This design comes from an exercise in tuning for a short achievable clock period and few clock cycles on the open sky130 flow, not from production work. No run shown here included a check of the RTL's function; only the layout flow was run. No run shown here takes its clock network from TritonCTS; it comes from the design's own scripts or RTL. The clock port is modelled as an ideal driver, which makes a skipped or thinned clock tree look cheaper than it is; a real chip needs a root buffer or a tree. Power is estimated from default activity; no workload was simulated.

[flow/design.v]
`timescale 1ns / 1ps
module mem_readout_top_2(
    input clk,
    input reset,
    input wire [2:0] BX,
    input [6:0] clk_cnt,
    input [2:0] BX_pipe,
    input [5:0] number_in1,
    output [5:0] read_add1,
    input [43:0] input_L1L2_1,
    input [5:0] number_in2,
    output [5:0] read_add2,
    input [43:0] input_L1L2_2,
    input [5:0] number_in3,
    output [5:0] read_add3,
    input [43:0] input_L1L2_3,
    input [5:0] number_in4,
    output [5:0] read_add4,
    input [43:0] input_L1L2_4,
    input [5:0] number_in5,
    output [5:0] read_add5,
    input [43:0] input_L3L4_1,
    input [5:0] number_in6,
    output [5:0] read_add6,
    input [43:0] input_L3L4_2,
    input [5:0] number_in7,
    output [5:0] read_add7,
    input [43:0] input_L3L4_3,
    input [5:0] number_in8,
    output [5:0] read_add8,
    input [43:0] input_L3L4_4,
    input [5:0] number_in9,
    output [5:0] read_add9,
    input [43:0] input_L5L6_1,
    input [5:0] number_in10,
    output [5:0] read_add10,
    input [43:0] input_L5L6_2,
    input [5:0] number_in11,
    output [5:0] read_add11,
    input [43:0] input_L5L6_3,
    input [5:0] number_in12,
    output [5:0] read_add12,
    input [43:0] input_L5L6_4,
    output reg [47:0] mem_dat_stream,
    output reg valid,
    output reg send_BX,
    output reg none
);
wire [5:0] num [0:11];
assign num[0] = number_in1;   assign num[1] = number_in2;
assign num[2] = number_in3;   assign num[3] = number_in4;
assign num[4] = number_in5;   assign num[5] = number_in6;
assign num[6] = number_in7;   assign num[7] = number_in8;
assign num[8] = number_in9;   assign num[9] = number_in10;
assign num[10] = number_in11; assign num[11] = number_in12;
wire [43:0] dat [0:11];
assign dat[0] = input_L1L2_1;  assign dat[1] = input_L1L2_2;
assign dat[2] = input_L1L2_3;  assign dat[3] = input_L1L2_4;
assign dat[4] = input_L3L4_1;  assign dat[5] = input_L3L4_2;
assign dat[6] = input_L3L4_3;  assign dat[7] = input_L3L4_4;
assign dat[8] = input_L5L6_1;  assign dat[9] = input_L5L6_2;
assign dat[10] = input_L5L6_3; assign dat[11] = input_L5L6_4;
reg [5:0] addr [0:11];           
assign read_add1 = addr[0];   assign read_add2 = addr[1];
assign read_add3 = addr[2];   assign read_add4 = addr[3];
assign read_add5 = addr[4];   assign read_add6 = addr[5];
assign read_add7 = addr[6];   assign read_add8 = addr[7];
assign read_add9 = addr[8];   assign read_add10 = addr[9];
assign read_add11 = addr[10]; assign read_add12 = addr[11];
function [11:0] lowest;
    input [11:0] m;
    integer j;
    reg seen;
    begin
        seen = 1'b0;
        for (j = 0; j < 12; j = j + 1) begin
            lowest[j] = m[j] & ~seen;
            seen = seen | m[j];
        end
    end
endfunction
function [3:0] code;
    input [11:0] s;
    integer j;
    begin
        code = 4'd0;
        for (j = 0; j < 12; j = j + 1)
            code = code | ({4{s[j]}} & (j[3:0] + 4'd1));
    end
endfunction
wire [11:0] ne_in;               
wire [11:0] one_in, two_in;      
reg  [11:0] succ_in [0:11];      
reg  [11:0] nosucc_in;           
wire [11:0] fst_in = lowest(ne_in);      
genvar g;
generate
    for (g = 0; g < 12; g = g + 1) begin : g_cnt
        assign ne_in[g]  = |num[g];
        assign one_in[g] = (num[g] == 6'd1);
        assign two_in[g] = (num[g] == 6'd2);
    end
endgenerate
integer i, j;
reg seen;
always @(*) begin
    for (i = 0; i < 12; i = i + 1) begin
        seen = 1'b0;
        for (j = 0; j < 12; j = j + 1) begin
            succ_in[i][j] = (j > i) & ne_in[j] & ~seen;
            if (j > i) seen = seen | ne_in[j];
        end
        nosucc_in[i] = ~seen;
    end
end
reg [11:0] one, two;
reg [5:0]  nm2 [0:11];           
reg [11:0] succ [0:11];
reg [11:0] nosucc;
integer n;
always @(posedge clk) begin
    one    <= one_in;
    two    <= two_in;
    nosucc <= nosucc_in;
    for (n = 0; n < 12; n = n + 1) begin
        nm2[n]  <= num[n] - 6'd2;
        succ[n] <= succ_in[n];
    end
end
reg        idle;                 
reg        fchk;                 
reg        trust;                
reg        retry;                
reg        first;                
reg        hdr_slow;             
reg [11:0] first_m, second_m;
reg [11:0] act;
reg        busy;
reg [11:0] last;                 
reg [11:0] sel;                  
reg [3:0]  sel_code;             
reg [2:0]  hdr_bx;               
wire fast = reset & idle & ~|sel & ~|sel_code & ~|hdr_bx;
wire rst  = reset | retry;       
wire [11:0] leave = act & last;
reg [11:0] act_nxt;
always @(*) begin
    for (j = 0; j < 12; j = j + 1) begin
        act_nxt[j] = act[j] & ~last[j];
        for (i = 0; i < j; i = i + 1)
            act_nxt[j] = act_nxt[j] | (leave[i] & succ[i][j]);
    end
end
reg served;
integer k;
always @(*) begin
    served = 1'b0;
    for (k = 0; k < 12; k = k + 1)
        served = served | (|dat[k][3:0]);
end
always @(posedge clk) begin
    idle     <= ~rst & ~first & ~busy;
    fchk     <= reset;
    trust    <= fast;
    retry    <= ~reset & fchk & busy & ~(trust & served);
    first    <= retry;
    hdr_slow <= reset & ~fast;
    if (rst) begin
        act  <= fst_in;
        busy <= |ne_in;
    end else if (~first) begin
        act  <= act_nxt;
        busy <= busy & ~|(leave & nosucc);
    end
    for (n = 0; n < 12; n = n + 1) begin
        first_m[n]  <= retry & ne_in[n];
        second_m[n] <= (fast & ne_in[n]) | (~rst & first_m[n]);
        if (rst)
            last[n] <= one_in[n] | two_in[n];
        else if (first_m[n])
            last[n] <= one[n] | two[n];
        else if (act[n])
            last[n] <= (addr[n] == nm2[n]);
        else if (second_m[n])
            last[n] <= one[n];
        if (rst)
            addr[n] <= {5'd0, fast & ne_in[n]};
        else if (first_m[n])
            addr[n] <= 6'd1;
        else if (act[n])
            addr[n] <= last[n] ? 6'd0 : addr[n] + 6'd1;
        else if (second_m[n])
            addr[n] <= 6'd0;
    end
end
reg        dvalid;               
reg [43:0] mux;
always @(*) begin
    mux = 44'd0;
    for (k = 0; k < 12; k = k + 1)
        mux = mux | ({44{sel[k]}} & dat[k]);
end
always @(posedge clk) begin
    sel      <= rst ? (fast ? fst_in : 12'd0) : act;
    sel_code <= rst ? (fast ? code(fst_in) : {4{reset}}) : code(act);
    hdr_bx   <= (reset & ~fast) ? BX : 3'd0;
    dvalid   <= rst ? fast & |ne_in
                    : (first ? busy : busy & ~|(act & one & second_m));
    mem_dat_stream <= {sel_code | {4{fast}},
                       mux[43:41] | hdr_bx | (BX & {3{fast}}),
                       mux[40:0]};
    valid   <= ~rst & dvalid & (~fchk | (trust & served));
    send_BX <= fast | hdr_slow;
    none    <= ~rst & ~busy;
end
endmodule
[flow/flow/run.sh]
#!/bin/bash
# Standard ORFS layout with three changes:
# - synthesis and the resizer do not use the slow 3- and 4-input OR and
#   4-input NOR cells (added to the platform's don't-use list);
# - the ports get plain buffers that the resizer may size freely (instead
#   of delay cells of a fixed footprint);
# - the clock tree is built by flow/mytree.tcl, hooked in before ORFS's CTS
#   step.
# Tool output goes to standard.log.
DONT_USE="$(cat flow/dont_use.txt)"
bash standard.sh PRE_CTS_TCL="$PWD/flow/pre_cts.tcl" \
  BUFFER_PORTS_ARGS="-buffer_cell sky130_fd_sc_hd__buf_4" \
  MATCH_CELL_FOOTPRINT=0 DONT_USE_CELLS="$DONT_USE" finish > standard.log 2>&1
[flow/flow/dont_use.txt]
sky130_fd_sc_hd__probe_p_8 sky130_fd_sc_hd__probec_p_8 sky130_fd_sc_hd__lpflow_bleeder_1 sky130_fd_sc_hd__lpflow_clkbufkapwr_1 sky130_fd_sc_hd__lpflow_clkbufkapwr_16 sky130_fd_sc_hd__lpflow_clkbufkapwr_2 sky130_fd_sc_hd__lpflow_clkbufkapwr_4 sky130_fd_sc_hd__lpflow_clkbufkapwr_8 sky130_fd_sc_hd__lpflow_clkinvkapwr_1 sky130_fd_sc_hd__lpflow_clkinvkapwr_16 sky130_fd_sc_hd__lpflow_clkinvkapwr_2 sky130_fd_sc_hd__lpflow_clkinvkapwr_4 sky130_fd_sc_hd__lpflow_clkinvkapwr_8 sky130_fd_sc_hd__lpflow_decapkapwr_12 sky130_fd_sc_hd__lpflow_decapkapwr_3 sky130_fd_sc_hd__lpflow_decapkapwr_4 sky130_fd_sc_hd__lpflow_decapkapwr_6 sky130_fd_sc_hd__lpflow_decapkapwr_8 sky130_fd_sc_hd__lpflow_inputiso0n_1 sky130_fd_sc_hd__lpflow_inputiso0p_1 sky130_fd_sc_hd__lpflow_inputiso1n_1 sky130_fd_sc_hd__lpflow_inputiso1p_1 sky130_fd_sc_hd__lpflow_inputisolatch_1 sky130_fd_sc_hd__lpflow_isobufsrc_1 sky130_fd_sc_hd__lpflow_isobufsrc_16 sky130_fd_sc_hd__lpflow_isobufsrc_2 sky130_fd_sc_hd__lpflow_isobufsrc_4 sky130_fd_sc_hd__lpflow_isobufsrc_8 sky130_fd_sc_hd__lpflow_isobufsrckapwr_16 sky130_fd_sc_hd__lpflow_lsbuf_lh_hl_isowell_tap_1 sky130_fd_sc_hd__lpflow_lsbuf_lh_hl_isowell_tap_2 sky130_fd_sc_hd__lpflow_lsbuf_lh_hl_isowell_tap_4 sky130_fd_sc_hd__lpflow_lsbuf_lh_isowell_4 sky130_fd_sc_hd__lpflow_lsbuf_lh_isowell_tap_1 sky130_fd_sc_hd__lpflow_lsbuf_lh_isowell_tap_2 sky130_fd_sc_hd__lpflow_lsbuf_lh_isowell_tap_4 sky130_fd_sc_hd__nor4_1 sky130_fd_sc_hd__nor4_2 sky130_fd_sc_hd__nor4_4 sky130_fd_sc_hd__nor4b_1 sky130_fd_sc_hd__nor4b_2 sky130_fd_sc_hd__nor4b_4 sky130_fd_sc_hd__nor4bb_1 sky130_fd_sc_hd__nor4bb_2 sky130_fd_sc_hd__nor4bb_4 sky130_fd_sc_hd__or3_1 sky130_fd_sc_hd__or3_2 sky130_fd_sc_hd__or3_4 sky130_fd_sc_hd__or3b_1 sky130_fd_sc_hd__or3b_2 sky130_fd_sc_hd__or3b_4 sky130_fd_sc_hd__or4_1 sky130_fd_sc_hd__or4_2 sky130_fd_sc_hd__or4_4 sky130_fd_sc_hd__or4b_1 sky130_fd_sc_hd__or4b_2 sky130_fd_sc_hd__or4b_4 sky130_fd_sc_hd__or4bb_1 sky130_fd_sc_hd__or4bb_2 sky130_fd_sc_hd__or4bb_4
[flow/flow/mytree.tcl]
# Two-level clock tree: the clock port drives NROOT root buffers, each root
# drives the leaf buffers of its part of the die, each leaf a cluster of
# nearby flip-flops. Sinks are split into equal clusters by k-means.
proc mt_env {name default} {
  if {[info exists ::env($name)] && $::env($name) ne ""} { return $::env($name) }
  return $default
}
set mt_nroot [mt_env MT_NROOT 4]
set mt_nleaf [mt_env MT_NLEAF 12]
set mt_buf   [mt_env MT_BUF sky130_fd_sc_hd__clkbuf_16]
set mt_rbuf  [mt_env MT_RBUF sky130_fd_sc_hd__clkbuf_16]

set block [ord::get_db_block]
set db [ord::get_db]
set clk_port [$block findBTerm clk]
set clk_net [$clk_port getNet]
set bmaster [$db findMaster $mt_buf]
set rmaster [$db findMaster $mt_rbuf]

set sinks {}
foreach it [$clk_net getITerms] {
  set inst [$it getInst]
  set box [$inst getBBox]
  set x [expr {([$box xMin] + [$box xMax]) / 2.0}]
  set y [expr {([$box yMin] + [$box yMax]) / 2.0}]
  lappend sinks [list $it $x $y]
}
set n [llength $sinks]
puts "mytree: $n sinks, $mt_nroot roots, $mt_nleaf leaves"

# balanced k-means: assign points to centers with a capacity limit
proc mt_kmeans {pts k iters} {
  set n [llength $pts]
  set cap [expr {int(ceil(double($n) / $k))}]
  # initial centers: sort by angle around the centroid
  set cx 0; set cy 0
  foreach p $pts { set cx [expr {$cx + [lindex $p 1]}]; set cy [expr {$cy + [lindex $p 2]}] }
  set cx [expr {$cx / $n}]; set cy [expr {$cy / $n}]
  set ang {}
  set i 0
  foreach p $pts { lappend ang [list $i [expr {atan2([lindex $p 2]-$cy, [lindex $p 1]-$cx)}]]; incr i }
  set ang [lsort -real -index 1 $ang]
  set centers {}
  for {set c 0} {$c < $k} {incr c} {
    set sx 0; set sy 0; set m 0
    for {set j [expr {$c * $n / $k}]} {$j < ($c + 1) * $n / $k} {incr j} {
      set p [lindex $pts [lindex $ang $j 0]]
      set sx [expr {$sx + [lindex $p 1]}]; set sy [expr {$sy + [lindex $p 2]}]; incr m
    }
    lappend centers [list [expr {$sx / $m}] [expr {$sy / $m}]]
  }
  for {set it 0} {$it < $iters} {incr it} {
    # all (point, center) distances, greedy by distance with capacity
    set pairs {}
    set i 0
    foreach p $pts {
      set c 0
      foreach ctr $centers {
        lappend pairs [list $i $c [expr {abs([lindex $p 1]-[lindex $ctr 0]) + abs([lindex $p 2]-[lindex $ctr 1])}]]
        incr c
      }
      incr i
    }
    set pairs [lsort -real -index 2 $pairs]
    set assign [lrepeat $n -1]
    set count [lrepeat $k 0]
    foreach pr $pairs {
      lassign $pr i c d
      if {[lindex $assign $i] >= 0} continue
      if {[lindex $count $c] >= $cap} continue
      lset assign $i $c
      lset count $c [expr {[lindex $count $c] + 1}]
    }
    set sums {}
    for {set c 0} {$c < $k} {incr c} { lappend sums [list 0 0 0] }
    set i 0
    foreach p $pts {
      set c [lindex $assign $i]
      lassign [lindex $sums $c] sx sy m
      lset sums $c [list [expr {$sx + [lindex $p 1]}] [expr {$sy + [lindex $p 2]}] [expr {$m + 1}]]
      incr i
    }
    set centers {}
    foreach s $sums {
      lassign $s sx sy m
      if {$m == 0} { set m 1 }
      lappend centers [list [expr {$sx / $m}] [expr {$sy / $m}]]
    }
  }
  return [list $assign $centers]
}

lassign [mt_kmeans $sinks $mt_nleaf 12] assign lcenters
set lpts {}
set c 0
foreach ctr $lcenters { lappend lpts [list $c [lindex $ctr 0] [lindex $ctr 1]]; incr c }
lassign [mt_kmeans $lpts $mt_nroot 12] rassign rcenters

proc mt_place {inst x y} {
  set m [$inst getMaster]
  set w [$m getWidth]; set h [$m getHeight]
  $inst setLocation [expr {int($x - $w / 2)}] [expr {int($y - $h / 2)}]
  $inst setPlacementStatus PLACED
}

# root buffers on the clock port's net
set rnets {}
for {set r 0} {$r < $mt_nroot} {incr r} {
  set inst [odb::dbInst_create $block $rmaster "mt_root_$r"]
  mt_place $inst [lindex $rcenters $r 0] [lindex $rcenters $r 1]
  set net [odb::dbNet_create $block "mt_rootnet_$r"]
  $net setSigType CLOCK
  [$inst findITerm A] connect $clk_net
  [$inst findITerm X] connect $net
  lappend rnets $net
}
set lnets {}
for {set l 0} {$l < $mt_nleaf} {incr l} {
  set inst [odb::dbInst_create $block $bmaster "mt_leaf_$l"]
  mt_place $inst [lindex $lcenters $l 0] [lindex $lcenters $l 1]
  set net [odb::dbNet_create $block "mt_leafnet_$l"]
  $net setSigType CLOCK
  [$inst findITerm A] connect [lindex $rnets [lindex $rassign $l]]
  [$inst findITerm X] connect $net
  lappend lnets $net
}
set i 0
foreach s $sinks {
  set it [lindex $s 0]
  $it disconnect
  $it connect [lindex $lnets [lindex $assign $i]]
  incr i
}
$clk_net setSigType CLOCK
puts "mytree: done"
[flow/flow/pre_cts.tcl]
# Replaces ORFS's clock tree synthesis with the two-level tree of mytree.tcl:
# clock port -> 4 root buffers -> 24 leaf buffers -> flip-flops.
set ::env(MT_NROOT) 4
set ::env(MT_NLEAF) 24
source [file join [file dirname [info script]] mytree.tcl]
proc clock_tree_synthesis {args} {
  puts "clock_tree_synthesis skipped: the tree was built by mytree.tcl"
}
set_propagated_clock [all_clocks]
[flow/standard.sh]
#!/bin/bash
# synth_recipe.tcl (not shown) runs the flow's synth.tcl, then flattens the netlist and writes it again
# the make line also repeats each setting of config.mk as NAME=value (left out here)
make -C /OpenROAD-flow-scripts/flow DESIGN_CONFIG=/design/flow/config.mk WORK_HOME=/design/flow/orfs CLKGATE_MAP_FILE= SYNTH_SCRIPT=/design/flow/synth_recipe.tcl "${@:-finish}"
[flow/config.mk]
export PLATFORM = sky130hd
export DESIGN_NAME = mem_readout_top_2
export DESIGN_NICKNAME = mem_readout_top_2
export VERILOG_FILES = /design/flow/design.v
export SDC_FILE = /design/flow/constraint.sdc
export NUM_CORES = 4
export LEC_CHECK = 0
export ABC_CLOCK_PERIOD_IN_PS = 1300
export CAP_MARGIN = 20
export CORE_AREA = 6 6 264 264
export DIE_AREA = 0 0 270 270
export PLACE_DENSITY = 0.6
export SETUP_SLACK_MARGIN = 2.0
export SLEW_MARGIN = 20
[flow/constraint.sdc]
create_clock -name core_clock -period 3.0 [get_ports {clk}]
set_input_delay 0.6000 -clock core_clock [delete_from_list [all_inputs] [get_ports {clk}]]
set_output_delay 0.6000 -clock core_clock [all_outputs]
set_load 0.01 [all_outputs]
==> notes.md, run 1 <==
- Crit path required time: 3.14 ns
- Routability Congestion: 0.990
- Top cells by area, synth: dfxtp_1 39%, a22o_1 6.8%, a221oi_1 6.6%, edfxtp_1 6.5%, xnor2_1 4.9%
- Min Tclk post-route: 1.91 ns
- Kind of critical path: in -> reg
- Via count: 21330
- Worst reg-to-reg setup slack: 1.22 ns
- Unrepaired setup endpoints after global routing: yes
- # port buffers: 727
- Clock transition at path regs: about 0.07 ns
- Final period utilization: between 60 and 70%
- Layout cells sized above 1: 64.4%
- Reg-to-reg startpoint: act[0]$_DFFE_PP_
- CP Launch Point: number_in3[4]
- Die ar.: 0.0729 sq mm
- Initial antenna violation count: between 100 and 150
- Synth Flop Type: dfxtp_1
- Worst-Margin Slew: ~0.48 ns
- Max cap viols: 0
- Slew margin rel.: between 60% and 70%
- Global Route Usage Sum: 34.1%
- Syn-to-layout area delta: 100%
- Routed length per instance: 34.8 um
- Pwr/cell area: slightly below 400 mW/mm^2
- Worst Setup End Kind: flop
- Hold Vio Cnt, Final: 0
- Antenna-violating nets left: 0
- Total wire length: around 140 mm
- Crit-path max FO: 4
- Worst hold path type: in -> reg
- Worst Path Arrival: 2.05 ns
- Yosys top cell by area: dfxtp_1
- Hold Slack: 0.371 ns
- # DRC: 0
- Post-Synthesis Cells: 1893
- Syn Nets: 2532
- DR iter-0 viols: 1771
- YS warnings: 5
- TNS Setup: 0 ns
- Drt first pass iters: 5
- Worst Setup Start Kind: primary input
- Peak supply drop: approximately 370 uV
- Hold_buf cts: 0
- Run status: timing/DRC/antenna clean
- Die Ht: 270 um
- Vias in the first global route: 21219
- Most frequent cells after synthesis: 334 x dfxtp_1, 201 x nor2_1, 132 x a22o_1, 128 x a221oi_1, 122 x nand2_1
- Max-slew violation count: 0
- FMAX: 0.524 GHz
- Die W: 270 um
- Clk latency of the worst-skew pair: 0.35 ns
- Seq/Total Area, Yosys: 45.8%
- Pin count of the biggest net entering global routing: 45
- # IOs: around 740
- GRT overflow: 0
- Post-synth ARST share: 0%
- Synth unique cells: slightly below 60
- Hold path startpoint: number_in10[0]
- Via/cell ratio: 5.47
- Leak: between 10 and 15 nW
- Post-synthesis average cell area: 9.00 sq um
- Area of the mapped netlist: 0.0170 sq mm
- Area share of the leading cell type in the synthesized netlist: 39.3%
- Yosys reg bits: ~370
- Final nets: 3615
- Overall power: 13.1 mW
- Setup Viol. Count Final: 0
- Initial core utilization: between 20 and 30%
- HPWL after DPL: 101 mm
- Util after Layout: 51.8%
- First-pass GRT wire length: 177 mm
- EDFF count, synth: 37
- Row Count: 94
- Clock Skew: 0.0263 ns
- Core area: 0.0657 sq mm
- Most common cell in the netlist: dfxtp_1
[cell families after synthesis]
kind of cell / Yosys count / share of synthesized area [%]
buf+inv: 192 / 4.33
xor+xnor: 119 / 6.12
mux: 1 / 0.0588
compound gates: 534 / 23.3
flops: 371 / 45.8
fa+ha+maj: 24 / 1.76
simple gates: 652 / 18.7
[per-layer routing]
metal | wire [um] | up-vias | track usage [%]
li1 | - | 9285 | -
met1 | 45100 | 10401 | 36.1
met2 | 64300 | 1191 | 57.1
met3 | 17200 | 399 | 16.2
met4 | 8660 | 54 | 16.7
met5 | 361 | - | 0
[registers in the layout (all words and copies together), names as in the netlist, 4 cells and up]
register        flops
nm2                72
sel                12
sel_code            4
succ               66
mem_dat_stream     48
last               12
two                12
second_m           12
nosucc             11
act                12
one                12
addr               72
first_m            12
[cell type report]
class	count	area (sq um)
Tap cell	864	1080
Antenna cell	61	153
Timing Repair Buffer	1158	11200
Fill cell	5783	31700
Buffer	28	701
Inverter	86	698
Multi-Input combinational cell	1331	12100
Sequential cell	371	8130
[worst paths after layout]
check	endpoint	cells after the start
worst max-delay path	act[6]$_DFFE_PP_	7
worst min-delay path	nm2[9][0]$_DFF_P_	1
worst max register to register	act[10]$_DFFE_PP_	5
worst min register to register	valid$_DFF_P_	2
[stage by stage]
| step | setup WS [ns] | cell area (sq um) | cells |
|---|---|---|---|
| floorplan | 1.06 | 19600 | 1893 |
| CTS | 1.16 | 31500 | 3724 |
| finish | 1.09 | 34100 | 3899 |
| global placement | 0.568 | 25700 | 3415 |
| detailed placement | 0.523 | 25700 | 3415 |
| global route | 1.11 | 34000 | 3876 |
[layout by cell type, fill, tap and decap left out, types with 14 or more instances in the layout]
cell / n
a21oi_1: 24
a21oi_2: 18
a221oi_2: 114
a22o_1: 119
a22oi_1: 21
and2_4: 19
and3_4: 18
buf_12: 50
buf_4: 766
buf_6: 262
buf_8: 49
clkbuf_16: 51
clkinv_8: 23
dfxtp_1: 208
dfxtp_2: 55
dfxtp_4: 71
diode_2: 61
edfxtp_1: 37
ha_4: 19
inv_1: 28
inv_2: 22
nand2_1: 76
nand2_2: 31
nand2b_4: 19
nand3_1: 84
nand3_2: 14
nand4_1: 28
nor2_1: 128
nor2_2: 22
nor2_4: 53
nor3_2: 21
nor3_4: 28
o21ai_0: 18
o21ai_1: 64
o21ai_2: 34
xnor2_1: 86
xor2_1: 23
[worst max-delay path, cell delays in order]
cell        delay (ns)
buf_8             0.10
nor2_4            0.14
and3_4            0.26
clkinvlp_4        0.18
nor2_2            0.29
nand2_1           0.17
o31ai_1           0.30
[report_power, final]
part / internal (mW) / switching, mW
clock: 1.66 / 1.76
sequential: 5.32 / 0.284
combinational: 2.10 / 1.97
[repair_timing]
| action | 4_1_cts | 5_1_grt |
|---|---|---|
| resized for setup | 679 | 342 |
| setup buffers | 257 | 106 |
| hold endpoints to repair | 0 | 0 |
| endpoints found under the setup margin | 433 | 443 |
| pin swaps | 188 | 187 |
| cloned | 24 | 8 |
==> run 2, diff against run 1 <==
--- a/flow/config.mk
+++ b/flow/config.mk
@@ -10,5 +10,5 @@
 export CORE_AREA = 6 6 264 264
 export DIE_AREA = 0 0 270 270
 export PLACE_DENSITY = 0.6
-export SETUP_SLACK_MARGIN = 2.0
+export SETUP_SLACK_MARGIN = 1.8
 export SLEW_MARGIN = 20
==> notes.md, run 2 <==
- Hold Path Depth: 1
- Yosys reg bits: 371
- Clk latency of the worst-skew pair: 0.36 ns
- Hold Vio Cnt, Final: 0
- Synth Flop Type: dfxtp_1
- Worst Setup Start Kind: primary input
- Peak supply drop: 320 uV
- Clock Skew: 0.0366 ns
- Slew margin rel.: 65.5%
- Pwr/cell area: slightly below 400 mW/mm^2
- Total wire length: between 100 and 150 mm
- Synth unique cells: 58
- HPWL after DPL: 98.4 mm
- Worst Path Arrival: 1.90 ns
- Hold Slack: 0.349 ns
- Die W: 270 um
- Routed length per instance: 35.4 um
- Max-slew violation count: 0
- Crit-path max FO: 9
- Initial core utilization: between 20 and 30%
- Yosys top cell by area: dfxtp_1
- Most common cell in the netlist: dfxtp_1
- Run status: timing/DRC/antenna clean
- Post-synthesis average cell area: 9.00 sq um
- EDFF count, synth: 37
- Worst-Margin Slew: 0.517 ns
- Util after Layout: 50.8%
- Global Route Usage Sum: between 30 and 40%
- YS warnings: 5
- Clock transition at path regs: 0.08 ns
- Vias in the first global route: 21779
- Unrepaired setup endpoints after global routing: yes
- # IOs: around 740
- Core area: 0.0657 sq mm
- Crit path required time: ~3.1 ns
- Area share of fa/ha/maj cells after synthesis: 1.76%
- Most frequent cells after synthesis: 334 x dfxtp_1, 201 x nor2_1, 132 x a22o_1, 128 x a221oi_1, 122 x nand2_1
- Min Tclk post-route: 1.79 ns
- GRT overflow: 0
- Kind of critical path: in -> reg
- # DRC: 0
- Row Count: 94
- Final period utilization: between 50% and 60%
- Die Ht: roughly 270 um
- Biggest regs: addr (72), nm2 (72), succ (66)
- Syn Nets: 2532
- Worst Setup End Kind: flop
- Setup Viol. Count Final: 0
- Pre-CTS WS: slightly below 0.5 ns
- Max cap viols: 0
- First-pass GRT wire length: 179 mm
- Post-route design area: ~0.033 sq mm
- Most common cell after layout, fill and taps aside: buf_4
- # port buffers: 727
- Initial antenna violation count: 92
- Via/cell ratio: 5.60
- Worst hold path type: in -> reg
- Seq/Total Area, Yosys: a little under half
- Post-synthesis mux area share: 0.0588%
- Area share of the leading cell type in the synthesized netlist: 39.3%
- Syn-to-layout area delta: 96.2%
- TNS Setup: 0 ns
- Post-synthesis simple-gate area fraction: 18.7%
- Final nets: 3624
- Worst reg2reg path depth: 5
- Leak: 14.1 nW
- Drt first pass iters: 6
- DR iter-0 viols: 1839
- Post-Synthesis Cells: 1893
- FMAX: between 0.5 and 0.6 GHz
- Placed inst area: 0.0250 sq mm
- Largest family of logic cells by synthesized area: compound AO/OA/AOI/OAI gates
- XOR/XNOR Fraction of Synth Area: 6.12%
- Die ar.: between 0.07 and 0.08 sq mm
- Finished Layout Cells: 3900
- Layout cells sized above 1: 61.9%
- Final WS setup: around 1.2 ns
- Antenna-violating nets left: 0
- Via count: ~22000
- Compound-Gate Fraction of Synth Area: 23.3%
- Most frequent cells in the layout: 776 x buf_4, 245 x buf_6, 206 x dfxtp_1, 128 x nor2_1, 125 x a22o_1
- Post-synth ARST share: 0%
- Routability Congestion: 1.04
- Top cells by area, synth: dfxtp_1 39%, a22o_1 6.8%, a221oi_1 6.6%, edfxtp_1 6.5%, xnor2_1 4.9%
- Pin count of the biggest net entering global routing: 26
- Overall power: approximately 13 mW
- Area of the mapped netlist: 0.0170 sq mm
- Placed cell count: 3412
-- run 2: cell counts after synthesis --
Identical to the previous run, type by type.
-- run 2: worst max-delay path: stages --
cell	delay (ns)
buf_4	0.13
nor2_4	0.12
and3_4	0.24
inv_6	0.09
nor3_4	0.26
buf_12	0.17
and4_4	0.23
a21oi_2	0.05
-- run 2: worst paths after layout --
| check | startpoint | to | slack (ns) |
|---|---|---|---|
| hold / removal | number_in2[0] | nm2[1][0]$_DFF_P_ | 0.35 |
| setup / recovery | number_in6[3] | busy$_DFFE_PP_ | 1.21 |
| setup reg to reg | last[1]$_DFFE_PP_ | act[8]$_DFFE_PP_ | 1.29 |
| hold reg to reg | retry$_DFF_P_ | first$_DFF_P_ | 0.46 |
-- run 2: cell type report --
cell class	instances	area, sq um
Tap cell	864	1080
Inverter	86	400
Fill cell	5865	32300
Buffer	28	701
Antenna cell	53	133
Sequential cell	371	8150
Timing Repair Buffer	1162	11300
Multi-Input combinational cell	1336	11600
-- run 2: repair_timing --
item | in CTS | in global routing
gates cloned | 35 | 7
setup endpoints to repair | 413 | 421
hold endpoints to repair | 0 | 0
setup buffers | 272 | 93
hold buffers | 0 | 0
gates resized for setup | 741 | 280
pin swaps | 155 | 141
-- run 2: kinds of logic (layout without fill, tap and decap cells) --
| group | after synthesis | count (layout) |
|---|---|---|
| flops | 371 | 371 |
| other cells | 0 | 53 |
| mux | 1 | 1 |
| xor+xnor | 119 | 119 |
| buf+inv | 192 | 1276 |
| compound gates | 534 | 534 |
| simple gates | 652 | 658 |
| fa+ha+maj | 24 | 24 |
-- run 2: layer usage --
| metal | up-vias | wire, um | global-route usage, % |
|---|---|---|---|
| met4 | 54 | 9470 | 18.9 |
| met5 | - | 343 | 0 |
| met1 | 10659 | 46800 | 36.6 |
| met2 | 1379 | 63900 | 56.6 |
| li1 | 9297 | - | - |
| met3 | 437 | 17400 | 16.5 |
-- run 2: power breakdown --
group          switching (mW)  total (mW)  internal, mW
Clock                    1.78        3.45          1.66
Combinational            1.95        4.00          2.05
Sequential              0.289        5.61          5.32
Total                    4.02        13.1          9.04
==> run 3, diff against run 2 <==
--- a/flow/design.v
+++ b/flow/design.v
@@ -89,42 +89,23 @@
     end
 endfunction
 wire [11:0] ne_in;               
-wire [11:0] one_in, two_in;      
-reg  [11:0] succ_in [0:11];      
-reg  [11:0] nosucc_in;           
-wire [11:0] fst_in = lowest(ne_in);      
 genvar g;
 generate
-    for (g = 0; g < 12; g = g + 1) begin : g_cnt
-        assign ne_in[g]  = |num[g];
-        assign one_in[g] = (num[g] == 6'd1);
-        assign two_in[g] = (num[g] == 6'd2);
+    for (g = 0; g < 12; g = g + 1) begin : g_ne
+        assign ne_in[g] = |num[g];
     end
 endgenerate
-integer i, j;
-reg seen;
-always @(*) begin
-    for (i = 0; i < 12; i = i + 1) begin
-        seen = 1'b0;
-        for (j = 0; j < 12; j = j + 1) begin
-            succ_in[i][j] = (j > i) & ne_in[j] & ~seen;
-            if (j > i) seen = seen | ne_in[j];
-        end
-        nosucc_in[i] = ~seen;
-    end
-end
-reg [11:0] one, two;
+wire [11:0] fst_in = lowest(ne_in);      
+reg [11:0] ne;                   
+reg [11:0] one, two;             
 reg [5:0]  nm2 [0:11];           
-reg [11:0] succ [0:11];
-reg [11:0] nosucc;
 integer n;
 always @(posedge clk) begin
-    one    <= one_in;
-    two    <= two_in;
-    nosucc <= nosucc_in;
     for (n = 0; n < 12; n = n + 1) begin
-        nm2[n]  <= num[n] - 6'd2;
-        succ[n] <= succ_in[n];
+        ne[n]  <= ne_in[n];
+        one[n] <= (num[n] == 6'd1);
+        two[n] <= (num[n] == 6'd2);
+        nm2[n] <= num[n] - 6'd2;
     end
 end
 reg        idle;                 
@@ -133,22 +114,38 @@
 reg        retry;                
 reg        first;                
 reg        hdr_slow;             
+reg        ghost;                
 reg [11:0] first_m, second_m;
 reg [11:0] act;
-reg        busy;
 reg [11:0] last;                 
+reg [11:0] succ [0:11];
+reg [11:0] nosucc;               
+reg        busy;                 
 reg [11:0] sel;                  
-reg [3:0]  sel_code;             
-reg [2:0]  hdr_bx;               
-wire fast = reset & idle & ~|sel & ~|sel_code & ~|hdr_bx;
+reg        dvalid;               
+wire fast = reset & idle & ~|sel;
 wire rst  = reset | retry;       
 wire [11:0] leave = act & last;
+integer i, j;
 reg [11:0] act_nxt;
+reg [11:0] nosucc_nxt;
 always @(*) begin
     for (j = 0; j < 12; j = j + 1) begin
         act_nxt[j] = act[j] & ~last[j];
         for (i = 0; i < j; i = i + 1)
             act_nxt[j] = act_nxt[j] | (leave[i] & succ[i][j]);
+    end
+end
+reg [11:0] succ_nxt [0:11];
+reg        seen;
+always @(*) begin
+    for (i = 0; i < 12; i = i + 1) begin
+        seen = 1'b0;
+        for (j = 0; j < 12; j = j + 1) begin
+            succ_nxt[i][j] = (j > i) & ne[j] & ~seen;
+            if (j > i) seen = seen | ne[j];
+        end
+        nosucc_nxt[i] = ~seen;
     end
 end
 reg served;
@@ -165,6 +162,8 @@
     retry    <= ~reset & fchk & busy & ~(trust & served);
     first    <= retry;
     hdr_slow <= reset & ~fast;
+    ghost    <= ~rst & fchk & |(act & (one | two));
+    nosucc   <= nosucc_nxt;
     if (rst) begin
         act  <= fst_in;
         busy <= |ne_in;
@@ -173,14 +172,15 @@
         busy <= busy & ~|(leave & nosucc);
     end
     for (n = 0; n < 12; n = n + 1) begin
-        first_m[n]  <= retry & ne_in[n];
+        succ[n]     <= succ_nxt[n];
+        first_m[n]  <= retry & ne[n];
         second_m[n] <= (fast & ne_in[n]) | (~rst & first_m[n]);
         if (rst)
-            last[n] <= one_in[n] | two_in[n];
+            last[n] <= 1'b0;
         else if (first_m[n])
             last[n] <= one[n] | two[n];
         else if (act[n])
-            last[n] <= (addr[n] == nm2[n]);
+            last[n] <= (addr[n] == nm2[n]) | (fchk & (one[n] | two[n]));
         else if (second_m[n])
             last[n] <= one[n];
         if (rst)
@@ -193,24 +193,23 @@
             addr[n] <= 6'd0;
     end
 end
-reg        dvalid;               
 reg [43:0] mux;
 always @(*) begin
     mux = 44'd0;
     for (k = 0; k < 12; k = k + 1)
         mux = mux | ({44{sel[k]}} & dat[k]);
 end
+wire hdr = fast | hdr_slow;
 always @(posedge clk) begin
-    sel      <= rst ? (fast ? fst_in : 12'd0) : act;
-    sel_code <= rst ? (fast ? code(fst_in) : {4{reset}}) : code(act);
-    hdr_bx   <= (reset & ~fast) ? BX : 3'd0;
-    dvalid   <= rst ? fast & |ne_in
-                    : (first ? busy : busy & ~|(act & one & second_m));
-    mem_dat_stream <= {sel_code | {4{fast}},
-                       mux[43:41] | hdr_bx | (BX & {3{fast}}),
+    sel    <= rst ? (fast ? fst_in : 12'd0) : act;
+    dvalid <= rst ? fast & |ne_in
+                  : (first ? busy
+                           : busy & ~ghost & ~|(act & one & second_m));
+    mem_dat_stream <= {code(sel) | {4{hdr}},
+                       mux[43:41] | (BX & {3{hdr}}),
                        mux[40:0]};
     valid   <= ~rst & dvalid & (~fchk | (trust & served));
-    send_BX <= fast | hdr_slow;
+    send_BX <= hdr;
     none    <= ~rst & ~busy;
 end
 endmodule
==> flow/flow/run.sh (replaced) <==
#!/bin/bash
# Standard ORFS layout with four changes:
# - synthesis and the resizer do not use the slow 3- and 4-input OR and
#   4-input NOR cells (added to the platform's don't-use list);
# - the ports get plain buffers that the resizer may size freely (instead
#   of delay cells of a fixed footprint);
# - the output word's pins are kept together on the top edge
#   (flow/pre_io.tcl, hooked in before ORFS's pin placement);
# - the clock tree is built by flow/mytree.tcl, hooked in before ORFS's CTS
#   step.
# Tool output goes to standard.log.
DONT_USE="$(cat flow/dont_use.txt)"
bash standard.sh PRE_CTS_TCL="$PWD/flow/pre_cts.tcl" \
  PRE_IO_PLACEMENT_TCL="$PWD/flow/pre_io.tcl" \
  BUFFER_PORTS_ARGS="-buffer_cell sky130_fd_sc_hd__buf_4" \
  MATCH_CELL_FOOTPRINT=0 DONT_USE_CELLS="$DONT_USE" finish > standard.log 2>&1
==> flow/flow/pre_io.tcl (new file) <==
# Keeps the output word's pins together on the top edge, so that the output
# registers and their port buffers sit next to their pins.
set names {valid none send_BX}
for {set b 0} {$b < 48} {incr b} { lappend names "mem_dat_stream\[$b\]" }
set_io_pin_constraint -pin_names $names -region top:40-230
--- a/flow/config.mk
+++ b/flow/config.mk
@@ -10,5 +10,5 @@
 export CORE_AREA = 6 6 264 264
 export DIE_AREA = 0 0 270 270
 export PLACE_DENSITY = 0.6
-export SETUP_SLACK_MARGIN = 1.8
+export SETUP_SLACK_MARGIN = 2.0
 export SLEW_MARGIN = 20
==> notes.md, run 3 <==
- Run status: timing/DRC/antenna clean
- Worst Setup End Kind: flop
- Global Route Usage Sum: 32.4%
- XOR/XNOR Fraction of Synth Area: under 10%
- Post-Synthesis Cells: 1898
- Clock Skew: around 0.055 ns
- Fill count: 5983
- Slew margin rel.: 62.2%
- YS warnings: 5
- Crit path required time: around 3 ns
- DR iter-0 viols: 1620
- Via/cell ratio: 5.40
- Die W: 270 um
- Util after Layout: 49.4%
- Comb pwr share: between 20% and 30%
- Layout cells sized above 1: ~61%
- Seq/Total Area, Yosys: 45.5%
- Row Count: 94
- Compound-Gate Fraction of Synth Area: 23.3%
- Biggest regs: addr (72), nm2 (72), succ (66)
- Vias in the first global route: 20657
- Worst-Margin Slew: between 0.5 and 0.6 ns
- Antenna-violating nets left: 0
- Max-slew violation count: 0
- Crit-path max FO: 6
- Post-route design area: 0.0325 sq mm
- Worst hold path type: in -> reg
- Crit-path cells: buf_4 > nor2_4 > and3_4 > nand4_4 > nor3_4 > buf_12 > and3_4 > a21oi_2
- Sequential power share: 45.1%
- Kind of critical path: in -> reg
- # port buffers: slightly above 700
- Clk latency of the worst-skew pair: about 0.38 ns
- Via count: 20639
- Final nets: between 3000 and 4000
- Synth unique cells: 62
- Routed length per instance: 33.8 um
- Post-synthesis simple-gate area fraction: 19.0%
- GRT overflow: 0
- EDFF count, synth: 25
- Syn-to-layout area delta: 89.8%
- Yosys reg bits: 377
- Crit path top cell by count: and3_4
- Synth Flop Type: dfxtp_1
- First-pass GRT wire length: between 150 and 200 mm
- Min Tclk post-route: 1.83 ns
- NetSw: 3.54 mW
- Worst Setup Start Kind: primary input
- Unrepaired setup endpoints after global routing: yes
- Largest family of logic cells by synthesized area: compound AO/OA/AOI/OAI gates
- Clock transition at path regs: around 0.090 ns
- Worst Path Arrival: about 1.9 ns
- Pwr/cell area: roughly 380 mW/mm^2
- Area of the mapped netlist: 0.0171 sq mm
- Slowest cell on crit path: and3_4
- Pin count of the biggest net entering global routing: 46
- Top cells by area, synth: dfxtp_1 41%, a221oi_1 6.6%, a22o_1 6.5%, edfxtp_1 4.4%, nor2_1 3.9%
- Routability Congestion: between 0.9 and 1
- Peak supply drop: 325 uV
- Initial core utilization: between 20% and 30%
- Net Sw Frac: between 20% and 30%
- Core area: 0.0657 sq mm
- Drt first pass iters: 6
- Max cap viols: 0
- Cell family with most CP delay: simple AND/OR/NAND/NOR gates
- Worst path max stage delay: between 0.2 and 0.3 ns
- TNS Setup: 0 ns
- Clock share of power: about 28%
- Placed inst area: 0.0256 sq mm
- Die ar.: 0.0729 sq mm
- Area share of the leading cell type in the synthesized netlist: 41.1%
- FMAX: 0.545 GHz
- Most frequent cells after synthesis: 352 x dfxtp_1, 180 x nor2_1, 138 x nand2_1, 129 x a221oi_1, 127 x a22o_1
- Most common cell in the netlist: dfxtp_1
- Yosys top cell by area: dfxtp_1
- WP buf/inv: 2
- Post-synth ARST share: 0%
- Final period utilization: 61.1%
- Post-synthesis average cell area: 9.02 sq um
- Pint: 8.71 mW
- # IOs: 738
- Die Ht: ~270 um
- Area share of fa/ha/maj cells after synthesis: 1.75%
- Total wire length: approximately 130 mm
- # DRC: 0
- Most frequent cells in the layout: 758 x buf_4, 247 x buf_6, 219 x dfxtp_1, 121 x a221oi_2, 120 x a22o_1
- HPWL after DPL: 95.0 mm
- Most common cell after layout, fill and taps aside: buf_4
- Setup Viol. Count Final: 0
- Hold Vio Cnt, Final: 0
- Post-synthesis mux area share: 0%
- Syn Nets: between 2000 and 3000
- Initial antenna violation count: 99
- Leak: 13.7 nW
==> run 3: timing repair <==
action / in CTS / in global routing
gates resized for setup: 600 / 234
setup buffers: 228 / 73
cloned: 24 / 7
endpoints found under the hold margin: 0 / 0
endpoints found under the setup margin: 380 / 383
hold buffers: 0 / 0
pin swaps: 180 / 146
==> run 3: per-layer routing <==
metal	vias up	track usage [%]	share of wire [%]
li1	9134	-	-
met1	10072	35.2	35
met2	1061	52.8	46
met3	314	16.3	13
met4	58	14.9	5.8
met5	-	0	0.30
==> run 3: worst reg2reg max path, cell delays in order (launching register included) <==
cell	delay, ns
edfxtp_1	0.46
and2_4	0.20
a32o_1	0.21
a221oi_2	0.22
nand4_1	0.18
o21ai_2	0.18
o31ai_2	0.09
==> run 3: worst paths after layout <==
path / from / endpoint / slack [ns] / depth (start not counted)
worst min register to register: ne[6]$_DFF_P_ / succ[5][6]$_DFF_P_ / 0.41 / 0
worst max-delay path: number_in2[3] / busy$_DFFE_PP_ / 1.17 / 8
worst min-delay path: number_in1[0] / nm2[0][0]$_DFF_P_ / 0.35 / 1
worst max register to register: act[3]$_DFFE_PP_ / act[10]$_DFFE_PP_ / 1.23 / 6
==> run 3: power by group through the flow <==
stage	logic, mW	clock network [mW]	registers (mW)
floorplan	0.965	0	5.65
global placement	2.35	0	5.71
detailed placement	2.38	0	5.71
CTS	3.06	3.51	5.51
global route	3.39	3.68	5.54
finish	3.28	3.45	5.52
==> run 3: logic make-up after synthesis <==
group | count (synthesis)
flip-flops | 377
XOR/XNOR | 120
buffers and inverters | 192
adder cells (fa/ha/maj) | 24
AND/OR/NAND/NOR | 655
AO/OA/AOI/OAI | 530
==> run 3: cell type report <==
cell class / instances / area [sq um] / area share (%)
plain buffers: 28 / 701 / 2.16
flip-flops and latches: 377 / 8150 / 25.1
multi-input cells: 1332 / 11600 / 35.7
repair buffers: 1091 / 10200 / 31.5
diodes: 47 / 118 / 0.362
well taps: 864 / 1080 / 3.33
inverters: 84 / 637 / 1.96
==> run 3: stage by stage <==
stage	total power, mW	hold slack (ns)	cells	worst slack, ns
after floorplan	6.62	0.342	1898	1.09
after global placement	8.06	0.405	3416	0.666
after detailed placement	8.09	0.408	3416	0.641
after CTS	12.1	0.321	3696	1.21
after global routing	12.6	0.344	3799	1.14
final	12.3	0.354	3823	1.17

static timing again, ports no longer ideal:
Ports are ideal in the flow. The routed layouts listed here were re-timed in OpenROAD. Step 1 (the two cells are an assumption about what drives the block):
set clk [get_ports {clk}]
set_driving_cell -lib_cell sky130_fd_sc_hd__clkbuf_16 $clk
set_driving_cell -lib_cell sky130_fd_sc_hd__buf_2 [delete_from_list [all_inputs] $clk]
Step 2 also shifts input and output timing later by t, the mid clock arrival at the registers, as if the neighbouring blocks saw the same clock. a / b / c = ideal ports / drivers / drivers and shift; a / b = the first two.
| run | t (ns) | slack for setup (ns) | latest minus earliest clock arrival (ns) | cell pins on the clock port's net |
|---|---|---|---|---|
| run 1 | 0.472 | 1.092 / 1.146 / 0.674 | 0.039 / 0.039 | 4 |
| run 2 | 0.461 | 1.214 / 1.249 / 0.837 | 0.037 / 0.038 | 4 |
| run 3 | 0.476 | 1.167 / 1.228 / 0.781 | 0.056 / 0.056 | 4 |
After both steps setup and hold are still met in every run listed. For run 1, which loses most, drivers alone change the setup slack by +0.054 ns; drivers and shift together by -0.418 ns.
